Background: an optimization exercise with open tools, aiming at small area and a short achievable clock period. Do not read the settings as production practice.
Only simulation tests tie the RTL to the original design; equivalence was not proved.
Power is estimated from default activity; no workload was simulated.

==> flow/design.v (outline; a module is shown in full before it is edited, if it fits) <==
// module top_32bit: 143 lines
// module opmux: 4 lines
// module mulfront: 757 lines
// module csaback: 101 lines
// module cpa32: 728 lines
// module nd2: 3 lines
// module nr2: 3 lines
// module xn2: 3 lines
// module iv: 3 lines
// module aoi21: 3 lines
// module oai21: 3 lines
// module ltcmp: 256 lines
// module benc: 5 lines
// module bsel: 3 lines
// module ao21: 3 lines
// module xo2: 3 lines
module top_32bit(
    input               clk,
    input               we,
    input               reset,
    input      [31:0]   data,
    input      [1:0]    p_sel,
    input      [31:0]   P0,
    input      [31:0]   P1,
    output     [31:0]   P0_out,
    output     [31:0]   P1_out,
    output     [31:0]   data_out
  );
  // ...
==> flow/flow/run.sh <==
#!/bin/bash
# The standard layout (the standard.sh, standard synthesis included) with:
#  - a clock tree of smaller buffers, larger sink clusters and no dummy loads;
#  - port buffers of buf_2 cells.
# make's own output goes to layout_make.log; each ORFS step logs under orfs/logs.
set -euo pipefail
bash standard.sh SETUP_SLACK_MARGIN=7.0 \
  'CTS_ARGS=-sink_clustering_enable -repair_clock_nets -dont_use_dummy_load -buf_list {sky130_fd_sc_hd__clkbuf_4 sky130_fd_sc_hd__clkbuf_8} -sink_clustering_size 16' \
  'BUFFER_PORTS_ARGS=-buffer_cell sky130_fd_sc_hd__buf_2' \
  finish > layout_make.log 2>&1
==> flow/standard.sh <==
#!/bin/bash
# synth_recipe.tcl (not shown) runs the flow's synth.tcl, then flattens the netlist and writes it again
# the make line also repeats each setting of config.mk as NAME=value (left out here)
make -C /OpenROAD-flow-scripts/flow DESIGN_CONFIG=/design/flow/config.mk WORK_HOME=/design/flow/orfs CLKGATE_MAP_FILE= SYNTH_SCRIPT=/design/flow/synth_recipe.tcl "${@:-finish}"
==> flow/config.mk <==
export PLATFORM = sky130hd
export DESIGN_NAME = top_32bit
export DESIGN_NICKNAME = top_32bit
export VERILOG_FILES = /design/flow/design.v
export SDC_FILE = /design/flow/constraint.sdc
export NUM_CORES = 4
export LEC_CHECK = 0
export CAP_MARGIN = 20
export CORE_MARGIN = 2
export CORE_UTILIZATION = 60
export SLEW_MARGIN = 20
export SYNTH_HIERARCHICAL = 1
==> flow/constraint.sdc <==
create_clock -name core_clock -period 12.0 [get_ports {clk}]
set_input_delay 2.4000 -clock core_clock [delete_from_list [all_inputs] [get_ports {clk}]]
set_output_delay 2.4000 -clock core_clock [all_outputs]
set_load 0.01 [all_outputs]
==> metrics.md, run 1 <==
| Metric | Value |
|---|---|
| Post-synthesis xor/xnor area fraction | 0.05574 |
| Fraction of power consumed by combinational cells | 0.618 |
| WL per Instance | 31.94 um |
| Share of cells above drive strength 1 | 0.3398 |
| FF-to-FF setup slack | 6.79 ns |
| Vias in the first global route | approximately 35000 |
| Gate count of the mapped netlist | ~3700 |
| Logic inverters | 230 |
| Top Registers | mem x384, Rh x192, mid x94 |
| Cell type taking the most area | multi-input gates |
| Port buffer count | approximately 180 |
| Area share of the largest cell type after synthesis | 0.3964 |
| Half-perimeter wire length after detailed placement | 100.6 mm |
| Met3 track utilization from global routing | 0.1125 |
| Proportion of cell area spent on the clock network | 0.03177 |
| Sequential area share after synthesis | 0.4972 |
| CTS HTree Levels | 3 |
| Most common cell after layout, fill and taps aside | sky130_fd_sc_hd__edfxtp_1 |
| Total negative setup slack | 0 ns |
| Count of boundary I/O pins | slightly below 200 |
| Fin. max-slew vios | 0 |
| Slowest-stage cell, CP | sky130_fd_sc_hd__fa_2 |
| Achievable frequency | between 150 and 200 MHz |
| Routed length on met3 | between 15 and 20 mm |
| Run status | no timing/DRC/antenna violations |
| Most utilized layer in the global route result | met2 |
| Maximum clock path buffer count | 3 |
| Floorplan core area | slightly above 70000 um^2 |
| Starting DRT DRC Count | 4457 |
| Inserted tap cell count | between 900 and 1000 |
| Most frequent cell after synthesis | sky130_fd_sc_hd__edfxtp_1 |
| Fraction of the mapped netlist area in adder cells | 0.07604 |
| Post-detailed-route count of antenna-violating nets | 0 |
| Mean instance size in the synthesized netlist | roughly 12 um^2 |
| Post-Route WL | approximately 160 mm |
| Signed area change from the synthesized netlist to the final layout | 20.10% |
==> module top_32bit, before the edit <==
module top_32bit(
    input               clk,
    input               we,
    input               reset,
    input      [31:0]   data,
    input      [1:0]    p_sel,
    input      [31:0]   P0,
    input      [31:0]   P1,
    output     [31:0]   P0_out,
    output     [31:0]   P1_out,
    output     [31:0]   data_out
  );
  localparam [2:0] OP_ADD = 3'd0, OP_SUB = 3'd1, OP_MUL = 3'd2, OP_AND = 3'd3,
                   OP_OR  = 3'd4, OP_XOR = 3'd5, OP_LT  = 3'd6;
  reg  [4:0]  a1;
  reg         first;
  always @(posedge clk or posedge reset)
    if (reset) a1 <= 5'd0;
    else       a1 <= first ? 5'd0 : a1 + 5'd1;
  always @(posedge clk)
    first <= reset;
  wire [3:0] d_op = data[31:28];
  wire [2:0] d_rs = data[27:25];
  wire [2:0] d_rA = data[24:22];
  wire [2:0] d_rB = data[21:19];
  reg  [2:0] e_op, e_A, e_B;
  always @* begin
    e_A = d_rA;
    e_B = d_rB;
    case (d_op)
      4'b0000: e_op = OP_ADD;
      4'b0001: e_op = OP_SUB;
      4'b0010: e_op = OP_MUL;
      4'b0011: e_op = OP_AND;
      4'b0100: e_op = OP_OR;
      4'b0101: e_op = OP_XOR;
      4'b0110: begin e_op = OP_LT; e_A = d_rB; e_B = d_rA; end
      4'b0111: e_op = OP_LT;
      4'b1001: begin e_op = OP_AND; e_B = d_rA; end
      default: begin e_op = OP_XOR; e_B = d_rA; end
    endcase
  end
  wire [11:0] enc = {e_op, d_rs, e_A, e_B};
  reg  [11:0] mem [0:31];
  always @(posedge clk)
    if (we) mem[a1] <= enc;
  wire [11:0] Jn = we ? enc : mem[a1];
  wire [2:0]  jn_A = Jn[5:3];
  wire [2:0]  jn_B = Jn[2:0];
  reg  [5:0]  J;
  always @(posedge clk)
    J <= Jn[11:6];
  wire [2:0] j_op = J[5:3];
  wire [2:0] j_rs = J[2:0];
  reg  [31:0]  R0, R1;
  reg  [191:0] Rh;         
  reg  [7:2]   valid;
  reg  [2:0]   rs_cur;     
  wire [31:0]  alu;        
  wire [31:0]  alu_rf;     
  wire [31:0]  wb0 = p_sel[0] ? alu_rf : P0;
  wire [31:0]  wb1 = p_sel[1] ? alu_rf : P1;
  always @(posedge clk or posedge reset)
    if (reset) begin
      R0 <= 32'd0;
      R1 <= 32'd0;
    end else begin
      if (rs_cur == 3'd0) R0 <= wb0;
      if (rs_cur == 3'd1) R1 <= wb1;
    end
  genvar k;
  generate
    for (k = 2; k < 8; k = k + 1) begin : g_reg
      always @(posedge clk)
        if (rs_cur == k) Rh[32*(k-2) +: 32] <= alu_rf;
      always @(posedge clk or posedge reset)
        if (reset)             valid[k] <= 1'b0;
        else if (rs_cur == k)  valid[k] <= 1'b1;
    end
  endgenerate
  wire [2:0]  rs_n    = reset ? 3'd0 : j_rs;
  wire [7:0]  valid_n = reset ? 8'd0 : ({valid, 2'b00} | (8'd1 << rs_cur));
  wire [7:0]  ok_n    = valid_n | 8'b11;
  wire        fwdA_n  = (jn_A == rs_n);
  wire        fwdB_n  = (jn_B == rs_n);
  reg  [7:0]  selA, selB;
  reg         gA0, gA1, gAY, gB0, gB1, gBY;
  always @(posedge clk) begin
    selA <= fwdA_n ? 8'd0 : ((8'd1 << jn_A) & ok_n);
    selB <= fwdB_n ? 8'd0 : ((8'd1 << jn_B) & ok_n);
    gA0  <= fwdA_n & (rs_n == 3'd0);
    gA1  <= fwdA_n & (rs_n == 3'd1);
    gAY  <= fwdA_n & (rs_n[2:1] != 2'd0);
    gB0  <= fwdB_n & (rs_n == 3'd0);
    gB1  <= fwdB_n & (rs_n == 3'd1);
    gBY  <= fwdB_n & (rs_n[2:1] != 2'd0);
  end
  wire [255:0] Rall = {Rh, R1, R0};
  reg  [31:0]  A_reg, B_reg;
  integer i;
  always @* begin
    A_reg = 32'd0;
    B_reg = 32'd0;
    for (i = 0; i < 8; i = i + 1) begin
      A_reg = A_reg | ({32{selA[i]}} & Rall[32*i +: 32]);
      B_reg = B_reg | ({32{selB[i]}} & Rall[32*i +: 32]);
    end
  end
  wire [31:0] A, B;
  opmux u_opA (.alu(alu), .p0(P0), .p1(P1), .r(A_reg),
               .ga(gAY | (gA0 & p_sel[0]) | (gA1 & p_sel[1])),
               .gp0(gA0 & ~p_sel[0]), .gp1(gA1 & ~p_sel[1]), .y(A));
  opmux u_opB (.alu(alu), .p0(P0), .p1(P1), .r(B_reg),
               .ga(gBY | (gB0 & p_sel[0]) | (gB1 & p_sel[1])),
               .gp0(gB0 & ~p_sel[0]), .gp1(gB1 & ~p_sel[1]), .y(B));
  wire        nr    = ~reset;
  wire        s_mul = nr & (j_op == OP_MUL);
  wire        s_add = nr & (j_op == OP_ADD);
  wire        s_sub = nr & (j_op == OP_SUB);
  wire        s_or  = nr & (j_op == OP_OR);
  wire        s_xor = nr & (j_op == OP_XOR);
  wire        s_lt  = nr & (j_op == OP_LT);
  wire        s_and = nr & (j_op == OP_AND | j_op == 3'd7);
  wire        lt;
  ltcmp u_lt (.a(A), .b(B), .lt(lt));
  wire [31:0] ox = ({32{s_add | s_sub}} & A) | ({32{s_or}} & (A | B)) |
                   ({32{s_xor}} & (A ^ B)) | ({32{s_and}} & (A & B)) |
                   {31'd0, s_lt & lt};
  wire [31:0] oy = ({32{s_add}} & B) | ({32{s_sub}} & ~B);
  wire        ocin = s_sub;
  wire [93:0] mid_next;
  reg  [93:0] mid;
  mulfront u_front (.a(A[15:0]), .b(B[15:0]), .is_mul(s_mul), .ox(ox), .oy(oy),
                    .ocin(ocin), .m(mid_next));
  always @(posedge clk) begin
    mid    <= mid_next;
    rs_cur <= reset ? 3'd0 : j_rs;
  end
  csaback u_back (.m(mid), .s(alu), .s2(alu_rf));
  assign P0_out   = R0;
  assign P1_out   = R1;
  assign data_out = alu;
endmodule
==> module csaback, before the edit <==
module csaback(input [93:0] m, output [31:0] s, output [31:0] s2);
  wire s1;
  wire c2;
  wire s3;
  wire c4;
  wire s5;
  wire c6;
  wire s7;
  wire c8;
  wire s9;
  wire c10;
  wire s11;
  wire c12;
  wire s13;
  wire c14;
  wire s15;
  wire c16;
  wire s17;
  wire c18;
  wire s19;
  wire c20;
  wire s21;
  wire c22;
  wire s23;
  wire c24;
  wire s25;
  wire c26;
  wire s27;
  wire c28;
  wire s29;
  wire c30;
  wire s31;
  wire c32;
  wire s33;
  wire c34;
  wire s35;
  wire c36;
  wire s37;
  wire c38;
  wire s39;
  wire c40;
  wire s41;
  wire c42;
  wire s43;
  wire c44;
  wire s45;
  wire c46;
  wire s47;
  wire c48;
  wire s49;
  wire c50;
  wire s51;
  wire c52;
  wire s53;
  wire c54;
  wire s55;
  wire c56;
  wire s57;
  wire c58;
  wire s59;
  wire c60;
  wire s61;
  wire c62;
  wire s63;
  wire c64;
  assign {c2,s1} = m[0] + m[1];
  assign {c4,s3} = m[3] + m[4];
  assign {c6,s5} = m[5] + m[6] + m[7];
  assign {c8,s7} = m[8] + m[9];
  assign {c10,s9} = m[10] + m[11] + m[12];
  assign {c12,s11} = m[13] + m[14] + m[15];
  assign {c14,s13} = m[16] + m[17] + m[18];
  assign {c16,s15} = m[19] + m[20] + m[21];
  assign {c18,s17} = m[22] + m[23] + m[24];
  assign {c20,s19} = m[25] + m[26] + m[27];
  assign {c22,s21} = m[28] + m[29] + m[30];
  assign {c24,s23} = m[31] + m[32] + m[33];
  assign {c26,s25} = m[34] + m[35] + m[36];
  assign {c28,s27} = m[37] + m[38] + m[39];
  assign {c30,s29} = m[40] + m[41] + m[42];
  assign {c32,s31} = m[43] + m[44] + m[45];
  assign {c34,s33} = m[46] + m[47] + m[48];
  assign {c36,s35} = m[49] + m[50] + m[51];
  assign {c38,s37} = m[52] + m[53] + m[54];
  assign {c40,s39} = m[55] + m[56] + m[57];
  assign {c42,s41} = m[58] + m[59] + m[60];
  assign {c44,s43} = m[61] + m[62] + m[63];
  assign {c46,s45} = m[64] + m[65] + m[66];
  assign {c48,s47} = m[67] + m[68] + m[69];
  assign {c50,s49} = m[70] + m[71] + m[72];
  assign {c52,s51} = m[73] + m[74] + m[75];
  assign {c54,s53} = m[76] + m[77] + m[78];
  assign {c56,s55} = m[79] + m[80] + m[81];
  assign {c58,s57} = m[82] + m[83] + m[84];
  assign {c60,s59} = m[85] + m[86] + m[87];
  assign {c62,s61} = m[88] + m[89] + m[90];
  assign {c64,s63} = m[91] + m[92] + m[93];
  wire [31:0] ra = {c62, c60, c58, c56, c54, c52, c50, c48, c46, c44, c42, c40, c38, c36, c34, c32, c30, c28, c26, c24, c22, c20, c18, c16, c14, c12, c10, c8, c6, c4, c2, s1};
  wire [31:0] rb = {s63, s61, s59, s57, s55, s53, s51, s49, s47, s45, s43, s41, s39, s37, s35, s33, s31, s29, s27, s25, s23, s21, s19, s17, s15, s13, s11, s9, s7, s5, s3, m[2]};
  cpa32 u_cpa (.a(ra), .b(rb), .s(s), .s2(s2));
endmodule
==> run 2: changes to the inputs <==
--- a/flow/design.v
+++ b/flow/design.v
@@ -123,35 +123,35 @@
   wire        s_and = nr & (j_op == OP_AND | j_op == 3'd7);
   wire        lt;
   ltcmp u_lt (.a(A), .b(B), .lt(lt));
   wire [31:0] ox = ({32{s_add | s_sub}} & A) | ({32{s_or}} & (A | B)) |
                    ({32{s_xor}} & (A ^ B)) | ({32{s_and}} & (A & B)) |
                    {31'd0, s_lt & lt};
   wire [31:0] oy = ({32{s_add}} & B) | ({32{s_sub}} & ~B);
   wire        ocin = s_sub;
-  wire [93:0] mid_next;
-  reg  [93:0] mid;
+  wire [64:0] mid_next;
+  reg  [64:0] mid;
   mulfront u_front (.a(A[15:0]), .b(B[15:0]), .is_mul(s_mul), .ox(ox), .oy(oy),
                     .ocin(ocin), .m(mid_next));
   always @(posedge clk) begin
     mid    <= mid_next;
     rs_cur <= reset ? 3'd0 : j_rs;
   end
   csaback u_back (.m(mid), .s(alu), .s2(alu_rf));
   assign P0_out   = R0;
   assign P1_out   = R1;
   assign data_out = alu;
 endmodule
 module opmux(input [31:0] alu, input [31:0] p0, input [31:0] p1, input [31:0] r,
              input ga, input gp0, input gp1, output [31:0] y);
   assign y = ({32{ga}} & alu) | ({32{gp0}} & p0) | ({32{gp1}} & p1) | r;
 endmodule
 module mulfront(input [15:0] a, input [15:0] b, input is_mul, input [31:0] ox,
-                input [31:0] oy, input ocin, output [93:0] m);
+                input [31:0] oy, input ocin, output [64:0] m);
   wire one1;
   wire two2;
   wire neg3;
   wire pp4;
   wire pp5;
   wire pp6;
   wire pp7;
   wire pp8;
@@ -531,16 +531,76 @@
   wire s382;
   wire c383;
   wire s384;
   wire c385;
   wire s386;
   wire c387;
   wire s388;
   wire c389;
+  wire s390;
+  wire c391;
+  wire s392;
+  wire c393;
+  wire s394;
+  wire c395;
+  wire s396;
+  wire c397;
+  wire s398;
+  wire c399;
+  wire s400;
+  wire c401;
+  wire s402;
+  wire c403;
+  wire s404;
+  wire c405;
+  wire s406;
+  wire c407;
+  wire s408;
+  wire c409;
+  wire s410;
+  wire c411;
+  wire s412;
+  wire c413;
+  wire s414;
+  wire c415;
+  wire s416;
+  wire c417;
+  wire s418;
+  wire c419;
+  wire s420;
+  wire c421;
+  wire s422;
+  wire c423;
+  wire s424;
+  wire c425;
+  wire s426;
+  wire c427;
+  wire s428;
+  wire c429;
+  wire s430;
+  wire c431;
+  wire s432;
+  wire c433;
+  wire s434;
+  wire c435;
+  wire s436;
+  wire c437;
+  wire s438;
+  wire c439;
+  wire s440;
+  wire c441;
+  wire s442;
+  wire c443;
+  wire s444;
+  wire c445;
+  wire s446;
+  wire c447;
+  wire s448;
+  wire c449;
   benc u_e0 (.x2(b[1]), .x1(b[0]), .x0(1'b0), .one(one1), .two(two2), .neg(neg3));
   bsel u_s0_0 (.one(one1), .two(two2), .neg(neg3), .a1(a[0]), .a0(1'b0), .pp(pp4));
   bsel u_s0_1 (.one(one1), .two(two2), .neg(neg3), .a1(a[1]), .a0(a[0]), .pp(pp5));
   bsel u_s0_2 (.one(one1), .two(two2), .neg(neg3), .a1(a[2]), .a0(a[1]), .pp(pp6));
   bsel u_s0_3 (.one(one1), .two(two2), .neg(neg3), .a1(a[3]), .a0(a[2]), .pp(pp7));
   bsel u_s0_4 (.one(one1), .two(two2), .neg(neg3), .a1(a[4]), .a0(a[3]), .pp(pp8));
   bsel u_s0_5 (.one(one1), .two(two2), .neg(neg3), .a1(a[5]), .a0(a[4]), .pp(pp9));
   bsel u_s0_6 (.one(one1), .two(two2), .neg(neg3), .a1(a[6]), .a0(a[5]), .pp(pp10));
@@ -802,112 +862,113 @@
   assign {c375,s374} = s316 + c313 + c315;
   assign {c377,s376} = c317 + s320 + c319;
   assign {c379,s378} = c321 + s324 + s326;
   assign {c381,s380} = s330 + c325 + s328;
   assign {c383,s382} = pp181 + c331 + c329;
   assign {c385,s384} = pp182 + s334 + 1'b1;
   assign {c387,s386} = ns147 + pp166 + pp183;
   assign {c389,s388} = pp167 + pp184;
+  assign {c391,s390} = neg24 + pp6;
+  assign {c393,s392} = pp7 + pp26;
+  assign {c395,s394} = pp27 + pp46 + s336;
+  assign {c397,s396} = pp47 + c337 + s338;
+  assign {c399,s398} = c339 + s252 + s340;
+  assign {c401,s400} = s254 + c341 + s342;
+  assign {c403,s402} = s256 + c343 + s344;
+  assign {c405,s404} = s260 + c345 + s346;
+  assign {c407,s406} = s266 + c347 + s348;
+  assign {c409,s408} = s270 + c349 + s350;
+  assign {c411,s410} = s274 + c351 + s352;
+  assign {c413,s412} = s278 + c353 + s354;
+  assign {c415,s414} = s282 + c355 + s356;
+  assign {c417,s416} = s286 + c357 + s358;
+  assign {c419,s418} = s290 + c359 + s360;
+  assign {c421,s420} = s294 + c361 + s362;
+  assign {c423,s422} = s298 + c363 + s364;
+  assign {c425,s424} = s302 + c365 + s366;
+  assign {c427,s426} = s306 + c367 + s368;
+  assign {c429,s428} = s310 + c369 + s370;
+  assign {c431,s430} = s314 + c371 + s372;
+  assign {c433,s432} = s318 + c373 + s374;
+  assign {c435,s434} = s322 + c375 + s376;
+  assign {c437,s436} = c323 + s378 + c377;
+  assign {c439,s438} = c327 + s380 + c379;
+  assign {c441,s440} = s332 + c381 + s382;
+  assign {c443,s442} = c333 + s384 + c383;
+  assign {c445,s444} = c335 + s386 + c385;
+  assign {c447,s446} = s388 + c387 + 1'b1;
+  assign {c449,s448} = ns168 + pp185 + c389;
   ao21 u_m0 (.a(is_mul), .b(neg3), .c(ox[0]), .y(m[0]));
   ao21 u_m1 (.a(is_mul), .b(pp4), .c(oy[0]), .y(m[1]));
   assign m[2] = ocin;
   ao21 u_m3 (.a(is_mul), .b(pp5), .c(ox[1]), .y(m[3]));
   assign m[4] = oy[1];
-  ao21 u_m5 (.a(is_mul), .b(neg24), .c(ox[2]), .y(m[5]));
-  ao21 u_m6 (.a(is_mul), .b(pp6), .c(oy[2]), .y(m[6]));
-  ao21 u_m7 (.a(is_mul), .b(pp25), .c(1'b0), .y(m[7]));
-  ao21 u_m8 (.a(is_mul), .b(pp7), .c(ox[3]), .y(m[8]));
-  ao21 u_m9 (.a(is_mul), .b(pp26), .c(oy[3]), .y(m[9]));
-  ao21 u_m10 (.a(is_mul), .b(s336), .c(ox[4]), .y(m[10]));
-  ao21 u_m11 (.a(is_mul), .b(pp27), .c(oy[4]), .y(m[11]));
-  ao21 u_m12 (.a(is_mul), .b(pp46), .c(1'b0), .y(m[12]));
-  ao21 u_m13 (.a(is_mul), .b(c337), .c(ox[5]), .y(m[13]));
-  ao21 u_m14 (.a(is_mul), .b(s338), .c(oy[5]), .y(m[14]));
-  ao21 u_m15 (.a(is_mul), .b(pp47), .c(1'b0), .y(m[15]));
-  ao21 u_m16 (.a(is_mul), .b(c339), .c(ox[6]), .y(m[16]));
-  ao21 u_m17 (.a(is_mul), .b(s340), .c(oy[6]), .y(m[17]));
-  ao21 u_m18 (.a(is_mul), .b(s252), .c(1'b0), .y(m[18]));
-  ao21 u_m19 (.a(is_mul), .b(c341), .c(ox[7]), .y(m[19]));
-  ao21 u_m20 (.a(is_mul), .b(s342), .c(oy[7]), .y(m[20]));
-  ao21 u_m21 (.a(is_mul), .b(s254), .c(1'b0), .y(m[21]));
-  ao21 u_m22 (.a(is_mul), .b(c343), .c(ox[8]), .y(m[22]));
-  ao21 u_m23 (.a(is_mul), .b(s344), .c(oy[8]), .y(m[23]));
-  ao21 u_m24 (.a(is_mul), .b(s256), .c(1'b0), .y(m[24]));
-  ao21 u_m25 (.a(is_mul), .b(c345), .c(ox[9]), .y(m[25]));
-  ao21 u_m26 (.a(is_mul), .b(s346), .c(oy[9]), .y(m[26]));
-  ao21 u_m27 (.a(is_mul), .b(s260), .c(1'b0), .y(m[27]));
-  ao21 u_m28 (.a(is_mul), .b(c347), .c(ox[10]), .y(m[28]));
-  ao21 u_m29 (.a(is_mul), .b(s348), .c(oy[10]), .y(m[29]));
-  ao21 u_m30 (.a(is_mul), .b(s266), .c(1'b0), .y(m[30]));
-  ao21 u_m31 (.a(is_mul), .b(c349), .c(ox[11]), .y(m[31]));
-  ao21 u_m32 (.a(is_mul), .b(s350), .c(oy[11]), .y(m[32]));
-  ao21 u_m33 (.a(is_mul), .b(s270), .c(1'b0), .y(m[33]));
-  ao21 u_m34 (.a(is_mul), .b(c351), .c(ox[12]), .y(m[34]));
-  ao21 u_m35 (.a(is_mul), .b(s352), .c(oy[12]), .y(m[35]));
-  ao21 u_m36 (.a(is_mul), .b(s274), .c(1'b0), .y(m[36]));
-  ao21 u_m37 (.a(is_mul), .b(c353), .c(ox[13]), .y(m[37]));
-  ao21 u_m38 (.a(is_mul), .b(s354), .c(oy[13]), .y(m[38]));
-  ao21 u_m39 (.a(is_mul), .b(s278), .c(1'b0), .y(m[39]));
-  ao21 u_m40 (.a(is_mul), .b(c355), .c(ox[14]), .y(m[40]));
-  ao21 u_m41 (.a(is_mul), .b(s356), .c(oy[14]), .y(m[41]));
-  ao21 u_m42 (.a(is_mul), .b(s282), .c(1'b0), .y(m[42]));
-  ao21 u_m43 (.a(is_mul), .b(c357), .c(ox[15]), .y(m[43]));
-  ao21 u_m44 (.a(is_mul), .b(s358), .c(oy[15]), .y(m[44]));
-  ao21 u_m45 (.a(is_mul), .b(s286), .c(1'b0), .y(m[45]));
-  ao21 u_m46 (.a(is_mul), .b(c359), .c(ox[16]), .y(m[46]));
-  ao21 u_m47 (.a(is_mul), .b(s360), .c(oy[16]), .y(m[47]));
-  ao21 u_m48 (.a(is_mul), .b(s290), .c(1'b0), .y(m[48]));
-  ao21 u_m49 (.a(is_mul), .b(c361), .c(ox[17]), .y(m[49]));
-  ao21 u_m50 (.a(is_mul), .b(s362), .c(oy[17]), .y(m[50]));
-  ao21 u_m51 (.a(is_mul), .b(s294), .c(1'b0), .y(m[51]));
-  ao21 u_m52 (.a(is_mul), .b(c363), .c(ox[18]), .y(m[52]));
-  ao21 u_m53 (.a(is_mul), .b(s364), .c(oy[18]), .y(m[53]));
-  ao21 u_m54 (.a(is_mul), .b(s298), .c(1'b0), .y(m[54]));
-  ao21 u_m55 (.a(is_mul), .b(c365), .c(ox[19]), .y(m[55]));
-  ao21 u_m56 (.a(is_mul), .b(s366), .c(oy[19]), .y(m[56]));
-  ao21 u_m57 (.a(is_mul), .b(s302), .c(1'b0), .y(m[57]));
-  ao21 u_m58 (.a(is_mul), .b(c367), .c(ox[20]), .y(m[58]));
-  ao21 u_m59 (.a(is_mul), .b(s368), .c(oy[20]), .y(m[59]));
-  ao21 u_m60 (.a(is_mul), .b(s306), .c(1'b0), .y(m[60]));
-  ao21 u_m61 (.a(is_mul), .b(c369), .c(ox[21]), .y(m[61]));
-  ao21 u_m62 (.a(is_mul), .b(s370), .c(oy[21]), .y(m[62]));
-  ao21 u_m63 (.a(is_mul), .b(s310), .c(1'b0), .y(m[63]));
-  ao21 u_m64 (.a(is_mul), .b(c371), .c(ox[22]), .y(m[64]));
-  ao21 u_m65 (.a(is_mul), .b(s372), .c(oy[22]), .y(m[65]));
-  ao21 u_m66 (.a(is_mul), .b(s314), .c(1'b0), .y(m[66]));
-  ao21 u_m67 (.a(is_mul), .b(c373), .c(ox[23]), .y(m[67]));
-  ao21 u_m68 (.a(is_mul), .b(s374), .c(oy[23]), .y(m[68]));
-  ao21 u_m69 (.a(is_mul), .b(s318), .c(1'b0), .y(m[69]));
-  ao21 u_m70 (.a(is_mul), .b(c375), .c(ox[24]), .y(m[70]));
-  ao21 u_m71 (.a(is_mul), .b(s376), .c(oy[24]), .y(m[71]));
-  ao21 u_m72 (.a(is_mul), .b(s322), .c(1'b0), .y(m[72]));
-  ao21 u_m73 (.a(is_mul), .b(c377), .c(ox[25]), .y(m[73]));
-  ao21 u_m74 (.a(is_mul), .b(s378), .c(oy[25]), .y(m[74]));
-  ao21 u_m75 (.a(is_mul), .b(c323), .c(1'b0), .y(m[75]));
-  ao21 u_m76 (.a(is_mul), .b(c379), .c(ox[26]), .y(m[76]));
-  ao21 u_m77 (.a(is_mul), .b(s380), .c(oy[26]), .y(m[77]));
-  ao21 u_m78 (.a(is_mul), .b(c327), .c(1'b0), .y(m[78]));
-  ao21 u_m79 (.a(is_mul), .b(c381), .c(ox[27]), .y(m[79]));
-  ao21 u_m80 (.a(is_mul), .b(s382), .c(oy[27]), .y(m[80]));
-  ao21 u_m81 (.a(is_mul), .b(s332), .c(1'b0), .y(m[81]));
-  ao21 u_m82 (.a(is_mul), .b(c383), .c(ox[28]), .y(m[82]));
-  ao21 u_m83 (.a(is_mul), .b(s384), .c(oy[28]), .y(m[83]));
-  ao21 u_m84 (.a(is_mul), .b(c333), .c(1'b0), .y(m[84]));
-  ao21 u_m85 (.a(is_mul), .b(c385), .c(ox[29]), .y(m[85]));
-  ao21 u_m86 (.a(is_mul), .b(s386), .c(oy[29]), .y(m[86]));
-  ao21 u_m87 (.a(is_mul), .b(c335), .c(1'b0), .y(m[87]));
-  ao21 u_m88 (.a(is_mul), .b(c387), .c(ox[30]), .y(m[88]));
-  ao21 u_m89 (.a(is_mul), .b(s388), .c(oy[30]), .y(m[89]));
-  assign m[90] = is_mul | 1'b0;
-  ao21 u_m91 (.a(is_mul), .b(c389), .c(ox[31]), .y(m[91]));
-  ao21 u_m92 (.a(is_mul), .b(ns168), .c(oy[31]), .y(m[92]));
-  ao21 u_m93 (.a(is_mul), .b(pp185), .c(1'b0), .y(m[93]));
+  ao21 u_m5 (.a(is_mul), .b(s390), .c(ox[2]), .y(m[5]));
+  ao21 u_m6 (.a(is_mul), .b(pp25), .c(oy[2]), .y(m[6]));
+  ao21 u_m7 (.a(is_mul), .b(c391), .c(ox[3]), .y(m[7]));
+  ao21 u_m8 (.a(is_mul), .b(s392), .c(oy[3]), .y(m[8]));
+  ao21 u_m9 (.a(is_mul), .b(c393), .c(ox[4]), .y(m[9]));
+  ao21 u_m10 (.a(is_mul), .b(s394), .c(oy[4]), .y(m[10]));
+  ao21 u_m11 (.a(is_mul), .b(c395), .c(ox[5]), .y(m[11]));
+  ao21 u_m12 (.a(is_mul), .b(s396), .c(oy[5]), .y(m[12]));
+  ao21 u_m13 (.a(is_mul), .b(c397), .c(ox[6]), .y(m[13]));
+  ao21 u_m14 (.a(is_mul), .b(s398), .c(oy[6]), .y(m[14]));
+  ao21 u_m15 (.a(is_mul), .b(c399), .c(ox[7]), .y(m[15]));
+  ao21 u_m16 (.a(is_mul), .b(s400), .c(oy[7]), .y(m[16]));
+  ao21 u_m17 (.a(is_mul), .b(c401), .c(ox[8]), .y(m[17]));
+  ao21 u_m18 (.a(is_mul), .b(s402), .c(oy[8]), .y(m[18]));
+  ao21 u_m19 (.a(is_mul), .b(c403), .c(ox[9]), .y(m[19]));
+  ao21 u_m20 (.a(is_mul), .b(s404), .c(oy[9]), .y(m[20]));
+  ao21 u_m21 (.a(is_mul), .b(c405), .c(ox[10]), .y(m[21]));
+  ao21 u_m22 (.a(is_mul), .b(s406), .c(oy[10]), .y(m[22]));
+  ao21 u_m23 (.a(is_mul), .b(c407), .c(ox[11]), .y(m[23]));
+  ao21 u_m24 (.a(is_mul), .b(s408), .c(oy[11]), .y(m[24]));
+  ao21 u_m25 (.a(is_mul), .b(c409), .c(ox[12]), .y(m[25]));
+  ao21 u_m26 (.a(is_mul), .b(s410), .c(oy[12]), .y(m[26]));
+  ao21 u_m27 (.a(is_mul), .b(c411), .c(ox[13]), .y(m[27]));
+  ao21 u_m28 (.a(is_mul), .b(s412), .c(oy[13]), .y(m[28]));
+  ao21 u_m29 (.a(is_mul), .b(c413), .c(ox[14]), .y(m[29]));
+  ao21 u_m30 (.a(is_mul), .b(s414), .c(oy[14]), .y(m[30]));
+  ao21 u_m31 (.a(is_mul), .b(c415), .c(ox[15]), .y(m[31]));
+  ao21 u_m32 (.a(is_mul), .b(s416), .c(oy[15]), .y(m[32]));
+  ao21 u_m33 (.a(is_mul), .b(c417), .c(ox[16]), .y(m[33]));
+  ao21 u_m34 (.a(is_mul), .b(s418), .c(oy[16]), .y(m[34]));
+  ao21 u_m35 (.a(is_mul), .b(c419), .c(ox[17]), .y(m[35]));
+  ao21 u_m36 (.a(is_mul), .b(s420), .c(oy[17]), .y(m[36]));
+  ao21 u_m37 (.a(is_mul), .b(c421), .c(ox[18]), .y(m[37]));
+  ao21 u_m38 (.a(is_mul), .b(s422), .c(oy[18]), .y(m[38]));
+  ao21 u_m39 (.a(is_mul), .b(c423), .c(ox[19]), .y(m[39]));
+  ao21 u_m40 (.a(is_mul), .b(s424), .c(oy[19]), .y(m[40]));
+  ao21 u_m41 (.a(is_mul), .b(c425), .c(ox[20]), .y(m[41]));
+  ao21 u_m42 (.a(is_mul), .b(s426), .c(oy[20]), .y(m[42]));
+  ao21 u_m43 (.a(is_mul), .b(c427), .c(ox[21]), .y(m[43]));
+  ao21 u_m44 (.a(is_mul), .b(s428), .c(oy[21]), .y(m[44]));
+  ao21 u_m45 (.a(is_mul), .b(c429), .c(ox[22]), .y(m[45]));
+  ao21 u_m46 (.a(is_mul), .b(s430), .c(oy[22]), .y(m[46]));
+  ao21 u_m47 (.a(is_mul), .b(c431), .c(ox[23]), .y(m[47]));
+  ao21 u_m48 (.a(is_mul), .b(s432), .c(oy[23]), .y(m[48]));
+  ao21 u_m49 (.a(is_mul), .b(c433), .c(ox[24]), .y(m[49]));
+  ao21 u_m50 (.a(is_mul), .b(s434), .c(oy[24]), .y(m[50]));
+  ao21 u_m51 (.a(is_mul), .b(c435), .c(ox[25]), .y(m[51]));
+  ao21 u_m52 (.a(is_mul), .b(s436), .c(oy[25]), .y(m[52]));
+  ao21 u_m53 (.a(is_mul), .b(c437), .c(ox[26]), .y(m[53]));
+  ao21 u_m54 (.a(is_mul), .b(s438), .c(oy[26]), .y(m[54]));
+  ao21 u_m55 (.a(is_mul), .b(c439), .c(ox[27]), .y(m[55]));
+  ao21 u_m56 (.a(is_mul), .b(s440), .c(oy[27]), .y(m[56]));
+  ao21 u_m57 (.a(is_mul), .b(c441), .c(ox[28]), .y(m[57]));
+  ao21 u_m58 (.a(is_mul), .b(s442), .c(oy[28]), .y(m[58]));
+  ao21 u_m59 (.a(is_mul), .b(c443), .c(ox[29]), .y(m[59]));
+  ao21 u_m60 (.a(is_mul), .b(s444), .c(oy[29]), .y(m[60]));
+  ao21 u_m61 (.a(is_mul), .b(c445), .c(ox[30]), .y(m[61]));
+  ao21 u_m62 (.a(is_mul), .b(s446), .c(oy[30]), .y(m[62]));
+  ao21 u_m63 (.a(is_mul), .b(c447), .c(ox[31]), .y(m[63]));
+  ao21 u_m64 (.a(is_mul), .b(s448), .c(oy[31]), .y(m[64]));
 endmodule
-module csaback(input [93:0] m, output [31:0] s, output [31:0] s2);
+module csaback(input [64:0] m, output [31:0] s, output [31:0] s2);
   wire s1;
   wire c2;
   wire s3;
   wire c4;
   wire s5;
   wire c6;
   wire s7;
   wire c8;
@@ -964,46 +1025,46 @@
   wire s59;
   wire c60;
   wire s61;
   wire c62;
   wire s63;
   wire c64;
   assign {c2,s1} = m[0] + m[1];
   assign {c4,s3} = m[3] + m[4];
-  assign {c6,s5} = m[5] + m[6] + m[7];
-  assign {c8,s7} = m[8] + m[9];
-  assign {c10,s9} = m[10] + m[11] + m[12];
-  assign {c12,s11} = m[13] + m[14] + m[15];
-  assign {c14,s13} = m[16] + m[17] + m[18];
-  assign {c16,s15} = m[19] + m[20] + m[21];
-  assign {c18,s17} = m[22] + m[23] + m[24];
-  assign {c20,s19} = m[25] + m[26] + m[27];
-  assign {c22,s21} = m[28] + m[29] + m[30];
-  assign {c24,s23} = m[31] + m[32] + m[33];
-  assign {c26,s25} = m[34] + m[35] + m[36];
-  assign {c28,s27} = m[37] + m[38] + m[39];
-  assign {c30,s29} = m[40] + m[41] + m[42];
-  assign {c32,s31} = m[43] + m[44] + m[45];
-  assign {c34,s33} = m[46] + m[47] + m[48];
-  assign {c36,s35} = m[49] + m[50] + m[51];
-  assign {c38,s37} = m[52] + m[53] + m[54];
-  assign {c40,s39} = m[55] + m[56] + m[57];
-  assign {c42,s41} = m[58] + m[59] + m[60];
-  assign {c44,s43} = m[61] + m[62] + m[63];
-  assign {c46,s45} = m[64] + m[65] + m[66];
-  assign {c48,s47} = m[67] + m[68] + m[69];
-  assign {c50,s49} = m[70] + m[71] + m[72];
-  assign {c52,s51} = m[73] + m[74] + m[75];
-  assign {c54,s53} = m[76] + m[77] + m[78];
-  assign {c56,s55} = m[79] + m[80] + m[81];
-  assign {c58,s57} = m[82] + m[83] + m[84];
-  assign {c60,s59} = m[85] + m[86] + m[87];
-  assign {c62,s61} = m[88] + m[89] + m[90];
-  assign {c64,s63} = m[91] + m[92] + m[93];
+  assign {c6,s5} = m[5] + m[6];
+  assign {c8,s7} = m[7] + m[8];
+  assign {c10,s9} = m[9] + m[10];
+  assign {c12,s11} = m[11] + m[12];
+  assign {c14,s13} = m[13] + m[14];
+  assign {c16,s15} = m[15] + m[16];
+  assign {c18,s17} = m[17] + m[18];
+  assign {c20,s19} = m[19] + m[20];
+  assign {c22,s21} = m[21] + m[22];
+  assign {c24,s23} = m[23] + m[24];
+  assign {c26,s25} = m[25] + m[26];
+  assign {c28,s27} = m[27] + m[28];
+  assign {c30,s29} = m[29] + m[30];
+  assign {c32,s31} = m[31] + m[32];
+  assign {c34,s33} = m[33] + m[34];
+  assign {c36,s35} = m[35] + m[36];
+  assign {c38,s37} = m[37] + m[38];
+  assign {c40,s39} = m[39] + m[40];
+  assign {c42,s41} = m[41] + m[42];
+  assign {c44,s43} = m[43] + m[44];
+  assign {c46,s45} = m[45] + m[46];
+  assign {c48,s47} = m[47] + m[48];
+  assign {c50,s49} = m[49] + m[50];
+  assign {c52,s51} = m[51] + m[52];
+  assign {c54,s53} = m[53] + m[54];
+  assign {c56,s55} = m[55] + m[56];
+  assign {c58,s57} = m[57] + m[58];
+  assign {c60,s59} = m[59] + m[60];
+  assign {c62,s61} = m[61] + m[62];
+  assign {c64,s63} = m[63] + m[64];
   wire [31:0] ra = {c62, c60, c58, c56, c54, c52, c50, c48, c46, c44, c42, c40, c38, c36, c34, c32, c30, c28, c26, c24, c22, c20, c18, c16, c14, c12, c10, c8, c6, c4, c2, s1};
   wire [31:0] rb = {s63, s61, s59, s57, s55, s53, s51, s49, s47, s45, s43, s41, s39, s37, s35, s33, s31, s29, s27, s25, s23, s21, s19, s17, s15, s13, s11, s9, s7, s5, s3, m[2]};
   cpa32 u_cpa (.a(ra), .b(rb), .s(s), .s2(s2));
 endmodule
 module cpa32(input [31:0] a, input [31:0] b, output [31:0] s, output [31:0] s2);
   wire w1;
   nd2 u_c1 (.a(a[0]), .b(b[0]), .y(w1));
   wire w2;
==> flow/flow/run.sh (replaced) <==
#!/bin/bash
# The standard layout (the standard.sh, standard synthesis included) with:
#  - a clock tree of smaller buffers, larger sink clusters and no dummy loads;
#  - port buffers of buf_2 cells.
# make's own output goes to layout_make.log; each ORFS step logs under orfs/logs.
set -euo pipefail
bash standard.sh SETUP_SLACK_MARGIN=6.5 \
  'CTS_ARGS=-sink_clustering_enable -repair_clock_nets -dont_use_dummy_load -buf_list {sky130_fd_sc_hd__clkbuf_4 sky130_fd_sc_hd__clkbuf_8} -sink_clustering_size 16' \
  'BUFFER_PORTS_ARGS=-buffer_cell sky130_fd_sc_hd__buf_2' \
  finish > layout_make.log 2>&1
==> run 2 against run 1 <==
Area after synthesis fell by 0.66%. Clock power fell by 3%. Combinational power fell by 11%. Critical endpoint is now mid[44]$_DFF_P_. First-iteration DRC count fell by 8.1%. Maximum frequency fell by 6.2%. Largest cell class unchanged. Highest routed layer unchanged. Largest power group unchanged. Still clean. Critical path type is now in -> reg. Register-to-register slack got worse by 0.18 ns. Sequential power fell by 8.1%.
==> metrics.md, run 2 <==
| Metric | Value |
|---|---|
| Cell types occupying the most area after synthesis | sky130_fd_sc_hd__edfxtp_1 (40%), sky130_fd_sc_hd__a22oi_1 (6.3%), sky130_fd_sc_hd__fa_1 (4.8%) |
| Hold violation count in the final report | 0 |
| Cell type with the largest total area after synthesis | sky130_fd_sc_hd__edfxtp_1 |
| Gate count of the mapped netlist | 3676 (+0.49%) |
| WL per Instance | 31.05 um (-2.8%) |
| CTS HTree Levels | 3 (unchanged) |
| CTS tree | built |
| Data arrival time of the critical path | roughly 6.5 ns |
| Share of cells above drive strength 1 | 0.2769 (-0.06292) |
| PD cells | approximately 260 nW/um^2 |
| Most common cell after layout, fill and taps aside | sky130_fd_sc_hd__edfxtp_1 |
| Required time of the critical path | ~13 ns |
| Total negative setup slack | 0 ns (unchanged) |
| Top Registers | mem x384, Rh x192, mid x65 |
| Unrepaired setup endpoints after global routing | true |
| Maximum clock path buffer count | 3 (unchanged) |
| Area share of the largest cell type after synthesis | 0.3990 (+0.002631) |
| Number of maximum-capacitance violations | 0 |
| GR Overflow Total | 0 |
| Root buffer cell | sky130_fd_sc_hd__clkbuf_8 |
| Die Wd | 272.8 um |
| Number of antenna violations at the first check in global routing | 29 |
| Largest register by flop count | mem |
| Floorplan core area | 71490 um^2 (-0.34%) |
| Total of endpoints with negative setup slack in the final report | 0 |
| Fin. max-slew vios | 0 (unchanged) |
| Run status | no timing/DRC/antenna violations |
| Overall track demand over capacity in global routing | 0.4025 |
| Met1 wire length | between 50 and 60 mm |
| Critical-path cell list | buf_6 > a221o_4 > a21oi_4 > nand2_4 > nand2b_4 > o22ai_4 > buf_12 > a22oi_2 > xnor2_1 > fa_1 > fa_2 > inv_2 > fa_1 > fa_2 > inv_1 > a21o_1 |
| Post-detailed-route DRC marker count | 0 |
| Port buffer count | 177 (unchanged) |
| Clk pin slew, worst setup/hold paths | approximately 0.07 ns |
| Post-detailed-route count of antenna-violating nets | 0 (unchanged) |
| Final Instance Count excl. Fillers | 4939 |
| Skew-Pair Late Insertion Delay | slightly above 0.8 ns |
| Slowest stage delay, CP | about 0.54 ns |
| Signed area change from the synthesized netlist to the final layout | 14.61% |
| FP Rows | between 90 and 100 |
| Starting DRT DRC Count | 4095 (-8.1%) |
| Clock buffer count from CTS | roughly 120 |
| Routed wire length on met2 | ~73 mm |
| Flop and latch count out of synthesis | roughly 750 |
| Max-slew headroom at the worst pin | 0.2386 |
| Vias | 33216 |
| Sinks on Clock Net | ~750 |
| Post-Route WL | 153.3 mm (-5.2%) |
| Element type at the critical path end | flop |
| Nets@finish | 4309 |
| Category of the most critical setup path | in -> reg |
| Maximum ir drop on the vdd rail | 0.0005184 V |
| Starting utilization of the core area | 0.6064 |
| Weighted congestion at the end of routability-driven global placement | between 0.9 and 1 |
| Unique masters post-synth | 78 |
| Number of buffers inserted by hold repair at cts | 0 |
| Highest metal layer with signal wires | met5 |
| Static leakage power | roughly 18 nW |
| Cell family with most CP delay | adder cells |
| Most common library cells after synthesis | sky130_fd_sc_hd__edfxtp_1 (576), sky130_fd_sc_hd__a22oi_1 (364), sky130_fd_sc_hd__inv_1 (297) |
| TritonRoute pass-1 iters | 8 |
| Wire length of the first global-routing pass | about 220 mm |
| Height of the chip | about 270 um |
| Slowest-stage cell, CP | sky130_fd_sc_hd__fa_2 |
| Most frequent cell after synthesis | sky130_fd_sc_hd__edfxtp_1 |
| FF-to-FF setup slack | 6.61 ns (-0.18 ns) |
| Kind of start point of the critical path | input pin |
| Maximum fanout encountered on the critical timing path | 8 |
| Sequential area share after synthesis | 0.4871 (-0.01009) |
| Total buffers and inverters traversed by the critical path | 4 |
| Mean instance size in the synthesized netlist | 11.79 um^2 (-1.1%) |
| Most used cells in the layout excluding fill and tap cells | sky130_fd_sc_hd__edfxtp_1 (576), sky130_fd_sc_hd__a22oi_1 (353), sky130_fd_sc_hd__inv_1 (269) |
| Classification of the worst-slack hold path | reg -> reg |
| Share of the clock period used by the worst path after layout | 0.4919 |
| Transition time of the tightest slew-check pin | approximately 1.1 ns |
| Routed length on met3 | 16.15 mm (-13%) |
| Vias per inst | slightly below 7 |
| Vias in the first global route | 32797 (-5.3%) |
| Achievable frequency | 169.4 MHz (-6.2%) |
| Half-perimeter wire length after detailed placement | 99.04 mm (-1.5%) |
| Main flop type after synthesis | sky130_fd_sc_hd__edfxtp_1 |
| Pin count of the biggest net entering global routing | 65 |
| Min Clock Period, post-route | between 5 and 6 ns |
| Fill cell total of the finished layout | roughly 5000 |
| Number of flip-flops in the largest register | roughly 380 |
| Share of flip-flops with an asynchronous set or reset | 0.1003 |
| Number of synthesized flops with an enable pin | 576 |
| Die ar. | roughly 74000 um^2 |
| Number of cells in the design after placement | approximately 4700 |
| Syn Std Cell Area | roughly 43000 um^2 |
| Clock Skews | approximately 0.12 ns |
| Number of warning messages in the yosys log | 7 |
| Count of boundary I/O pins | 197 (unchanged) |
run 2: changes by cell type in the layout (fill, tap and decap cells not counted), moves of 40 or more:
cell                      delta
sky130_fd_sc_hd__nor2_1     +61
sky130_fd_sc_hd__inv_1      +78
sky130_fd_sc_hd__nand2_1    +69
sky130_fd_sc_hd__buf_4     -110
sky130_fd_sc_hd__nand2_2    -40
sky130_fd_sc_hd__nor2_4     -51
run 2: kinds of logic after synthesis:
group | after synthesis | synth area share
compound gates | 957 | 0.1717
flops | 748 | 0.4871
simple gates | 738 | 0.07674
buf+inv | 525 | 0.05605
xor+xnor | 278 | 0.05616
fa+ha+maj | 230 | 0.08456
mux | 199 | 0.06762
other cells | 1 | 0.00008650
run 2: power by group:
group          leakage, nW  switching, mW  internal, mW
registers             6.89          0.225          3.18
logic                 10.7           4.77          3.18
clock network        0.841          0.912         0.851
run 2: timing repair:
item	in CTS	in global routing
setup endpoints to repair	72	65
pin swaps	105	50
cloned	15	3
setup buffers	90	32
gates resized for setup	156	96
run 2: path summary, 6_finish.rpt:
check / from / endpoint / depth (start not counted)
max: p_sel[1] / mid[44]$_DFF_P_ / 16
min: valid[2]$_DFFE_PP0P_ / valid[2]$_DFFE_PP0P_ / 1
max reg2reg: mid[6]$_DFF_P_ / mid[44]$_DFF_P_ / 21
min reg2reg: valid[2]$_DFFE_PP0P_ / valid[2]$_DFFE_PP0P_ / 1
max in group asynchronous: reset / a1[0]$_DFF_PP0_ / 3
min in group asynchronous: reset / R1[2]$_DFFE_PP0N_ / 2
run 2: cell type report:
cell class	instances	area [um^2]	share of cell area
multi-input cells	2432	21510	0.4329
flip-flops and latches	748	21120	0.4252
repair buffers	381	3102	0.06243
clock buffers	117	1610	0.03241
well taps	950	1189	0.02392
inverters	298	1121	0.02256
diodes	13	32.53	0.0006547
run 2: through the flow:
stage	cell area, um^2	util	total power [mW]	setup slack (ns)	hold WS (ns)
finish	49690	0.6950	13.13	6.097	0.4684
global placement	45290	0.6336	10.21	4.420	0.4389
CTS	48840	0.6832	12.80	6.189	0.4663
detailed placement	45360	0.6345	10.39	4.342	0.4532
global route	49660	0.6947	13.87	6.088	0.4877
floorplan	44000	-	8.194	5.414	0.4239
run 2: worst register-to-register path: cells and delay by family (launching register included):
| family | cells | cell delay (ns) |
|---|---|---|
| XOR/XNOR | 2 | 0.65 |
| flip-flops | 1 | 0.32 |
| AND/OR/NAND/NOR | 5 | 0.74 |
| buffers and inverters | 3 | 0.30 |
| adder cells (fa/ha/maj) | 5 | 2.28 |
| AO/OA/AOI/OAI | 6 | 0.98 |
run 2: layer usage:
layer | track usage | up-vias
li1 | - | 14017
met1 | 0.4790 | 16349
met2 | 0.6531 | 2183
met3 | 0.1063 | 631
met4 | 0.2532 | 36
met5 | 0 | -
run 2: Yosys stat by module (local to each module, per instance), excerpt:
module     area (um^2)  cells  copies in the design  flip-flops and latches
bsel             21.27      2                   136                       0
benc             38.79      5                     8                       0
xo2              8.758      1                    72                       0
nr2              3.754      1                   136                       0
top_32bit        31920   2191                     1                     748
iv               3.754      1                     8                       0
nd2              3.754      1                   115                       0

## static timing again, ports no longer ideal
In the flow no input, the clock included, has a driving cell. The finished layouts below were timed again as built, in two steps.
Step 1 (the two cells are an assumption about what drives the block):
set clk [get_ports {clk}]
set_driving_cell -lib_cell sky130_fd_sc_hd__clkbuf_16 $clk
set_driving_cell -lib_cell sky130_fd_sc_hd__buf_2 [delete_from_list [all_inputs] $clk]
Step 2 moves the port delays by t, midway between the first and last clock arrival at a register: inputs arrive t later, outputs are due t later. That takes back most of the time a late clock gives input paths.
Three values: ideal ports, drivers, drivers and shift; two values: the first two.
run	shift t [ns]	slack for setup (ns)	latest minus earliest clock arrival (ns)	worst slew at a driven data input, ns	cell pins on the clock port's net
run 1	0.771	6.463 / 6.400 / 5.720	0.152 / 0.153	0.18	1
run 2	0.812	6.097 / 6.119 / 5.306	0.152 / 0.151	0.16	1
After both steps every run listed still meets setup and hold. For run 2, which loses most, drivers alone change the setup slack by +0.022 ns; drivers and shift together by -0.791 ns.
